Context: an optimization exercise on an open-source flow, tuned for small area. The choices shown serve that exercise and are no tape-out recipe. In this exercise RTL edits were held to simulation tests only and were not proved equivalent to the original. Power and IR drop assume default switching activity.

## quartz
// timer
module timer (
    input  logic clk,
    input  logic clear,
    input  logic start,
    input  logic stop,
    output logic led,
    output logic [7:0] sseg,
    output logic [7:0] an
);
For scale: ~200 cells after synthesis, roughly 25 flip-flops, roughly 1500 um^2 of cells after synthesis.
clock: 13.0 ns
lec_check: 0
abc_area: 1
cap_margin: 20
core_margin: 2
core_utilization: 40
cts_buf_list: sky130_fd_sc_hd__clkbuf_8
slew_margin: 20
standard.sh (not shown) runs the stock make flow with config.mk's settings and CLKGATE_MAP_FILE= SYNTH_SCRIPT=/design/flow/synth_recipe.tcl, a recipe that flattens the netlist after the stock synthesis.
==> flow/flow/run.sh <==
#!/bin/bash
# Own layout flow: the standard flow (standard.sh) with three changes:
#  * ABC maps the logic with an area-only script (flow/abc_area_only.script,
#    instead of ORFS's, which buffers and upsizes for delay;
#  * no half/full-adder extraction before ABC and no buffers on pass-through
#    wires (ADDER_MAP_FILE empty, SYNTH_INSBUF 0);
#  * the port buffers are buf_1 cells.
# Synthesis is otherwise the standard flow's own (synth_recipe.tcl: no fsm/share passes,
# flattened, same register names). Each tool's output goes to a log here.
set -euo pipefail
W=$(pwd)
{
  echo 'proc abc {args} {'
  echo '  set i [lsearch -exact $args -script]'
  echo '  if {$i >= 0} { lset args [expr {$i + 1}] $::env(OWN_ABC_SCRIPT) }'
  echo '  yosys abc {*}$args'
  echo '}'
  cat "$W/synth_recipe.tcl"
} > "$W/own_synth.tcl"
export OWN_ABC_SCRIPT="$W/flow/abc_area_only.script"
sed -e "s|SYNTH_SCRIPT=[^ ]*synth_recipe.tcl|SYNTH_SCRIPT=$W/own_synth.tcl ADDER_MAP_FILE= SYNTH_INSBUF=0 SKIP_REPAIR_TIE_FANOUT=1 'BUFFER_PORTS_ARGS=-buffer_cell sky130_fd_sc_hd__buf_1'|" \
  "$W/standard.sh" > "$W/own_standard.sh"
grep -q own_synth.tcl "$W/own_standard.sh"
bash "$W/own_standard.sh" > "$W/orfs_make.log" 2>&1
test -s "$W/out/final.def"
==> flow/flow/abc_area_only.script <==
strash
dch
amap
strash
dch
amap
topo
quartz | status: complete | timing, DRC, antenna: pass
Input changes introduced in amber (baseline for comparison: quartz):
# quartz
export LEC_CHECK = 0
export ABC_AREA = 1
export CAP_MARGIN = 20
export CORE_MARGIN = 2
export CORE_UTILIZATION = 40
export CTS_BUF_LIST = sky130_fd_sc_hd__clkbuf_8
export SLEW_MARGIN = 20
create_clock -name core_clock -period 13.0 [get_ports {clk}]
# amber
export LEC_CHECK = 0
export ABC_AREA = 1
export CAP_MARGIN = 20
export CORE_MARGIN = 2
export CORE_UTILIZATION = 40
export SLEW_MARGIN = 20
create_clock -name core_clock -period 13.0 [get_ports {clk}]
diff --git a/flow/flow/run.sh b/flow/flow/run.sh
--- a/flow/flow/run.sh
+++ b/flow/flow/run.sh
@@ -1,5 +1,5 @@
 #!/bin/bash
 # Own layout flow: the standard flow (standard.sh) with three changes:
-#  * ABC maps the logic with an area-only script (flow/abc_area_only.script,
+#  * ABC maps the logic with an area-only script (flow/abc_area_only.script)
 #    instead of ORFS's, which buffers and upsizes for delay;
 #  * no half/full-adder extraction before ABC and no buffers on pass-through
@@ -19,5 +19,5 @@
 } > "$W/own_synth.tcl"
 export OWN_ABC_SCRIPT="$W/flow/abc_area_only.script"
-sed -e "s|SYNTH_SCRIPT=[^ ]*synth_recipe.tcl|SYNTH_SCRIPT=$W/own_synth.tcl ADDER_MAP_FILE= SYNTH_INSBUF=0 SKIP_REPAIR_TIE_FANOUT=1 'BUFFER_PORTS_ARGS=-buffer_cell sky130_fd_sc_hd__buf_1'|" \
+sed -e "s|SYNTH_SCRIPT=[^ ]*synth_recipe.tcl|SYNTH_SCRIPT=$W/own_synth.tcl ADDER_MAP_FILE= SYNTH_INSBUF=0 'BUFFER_PORTS_ARGS=-buffer_cell sky130_fd_sc_hd__buf_1'|" \
   "$W/standard.sh" > "$W/own_standard.sh"
 grep -q own_synth.tcl "$W/own_standard.sh"
==> flow/flow/abc_area_only.script <==
strash
dch
map -a
topo
Width of the die is lower on quartz
The maximum operating frequency of amber is lower than that of quartz.
Count of distinct cell types in the synthesized netlist: amber higher than quartz
Comparing amber and quartz, the higher die area is on amber.
Compared with quartz, amber shows a lower layout buffering overhead excluding clock cells.
Relative to quartz, weighted congestion reported at the end of routability-driven placement has gone down in amber.
Per the comparison of amber with quartz, via count down 32, critical path depth dropped 1, total of plain and repair buffers excluding clock buffers decreased by 1 relative to the old numbers, global-route usage over all layers went down.
met1 wire length of amber exceeds that of quartz by a few percent.
Setup changes, amber to onyx
# amber
export LEC_CHECK = 0
export ABC_AREA = 1
export CAP_MARGIN = 20
export CORE_MARGIN = 2
export CORE_UTILIZATION = 40
export SLEW_MARGIN = 20
create_clock -name core_clock -period 13.0 [get_ports {clk}]
# onyx
export LEC_CHECK = 0
export ABC_AREA = 1
export CAP_MARGIN = 20
export CORE_MARGIN = 2
export CORE_UTILIZATION = 40
export CTS_BUF_LIST = sky130_fd_sc_hd__clkbuf_16
export SLEW_MARGIN = 20
create_clock -name core_clock -period 13.0 [get_ports {clk}]
==> flow/flow/abc_area_only.script <==
strash
dch
amap
strash
dch
amap
topo
[summary]
Sort amber and onyx by endpoint arrival time on the critical path desc -> top: amber. Compared with amber, onyx shows a lower clock group share of total power. Final total power was lower in the run labelled amber. Row count ended up 1 lower on onyx than on amber. Ratio of cells with drive above 1 in the final layout: onyx vs amber — no meaningful difference. Summary: detailed router's first-iteration violation count, onyx better than amber. On synthesis-to-finish area growth: between amber and onyx, it ends up lower for amber. Diff amber -> onyx | wire length after detailed routing | down slightly. Comparing design area for amber and onyx, the smaller number came from onyx.

[what the ideal ports hide]
The results above use ideal ports. As a check the final layouts listed here were re-extracted and re-timed, cells and wires unchanged. Step 1 (the two cells are an assumption about what drives the block):
set clk [get_ports {clk}]
set_driving_cell -lib_cell sky130_fd_sc_hd__clkbuf_16 $clk
set_driving_cell -lib_cell sky130_fd_sc_hd__buf_2 [delete_from_list [all_inputs] $clk]
Step 2, shift: input delay + t, output delay - t, t = (earliest + latest rising clock arrival at the registers) / 2. This alone moves slack from input paths to output paths. Three values: ideal ports, drivers, drivers and shift; two values: the first two.
run | t (ns) | setup WS [ns] | worst slew at a driven data input, ns
quartz | 0.304 | 7.673 / 7.649 / 7.953 | 0.03
amber | 0.292 | 7.371 / 7.345 / 7.637 | 0.03
onyx | 0.283 | 7.633 / 7.606 / 7.889 | 0.03
After both steps setup and hold are still met in every run listed.
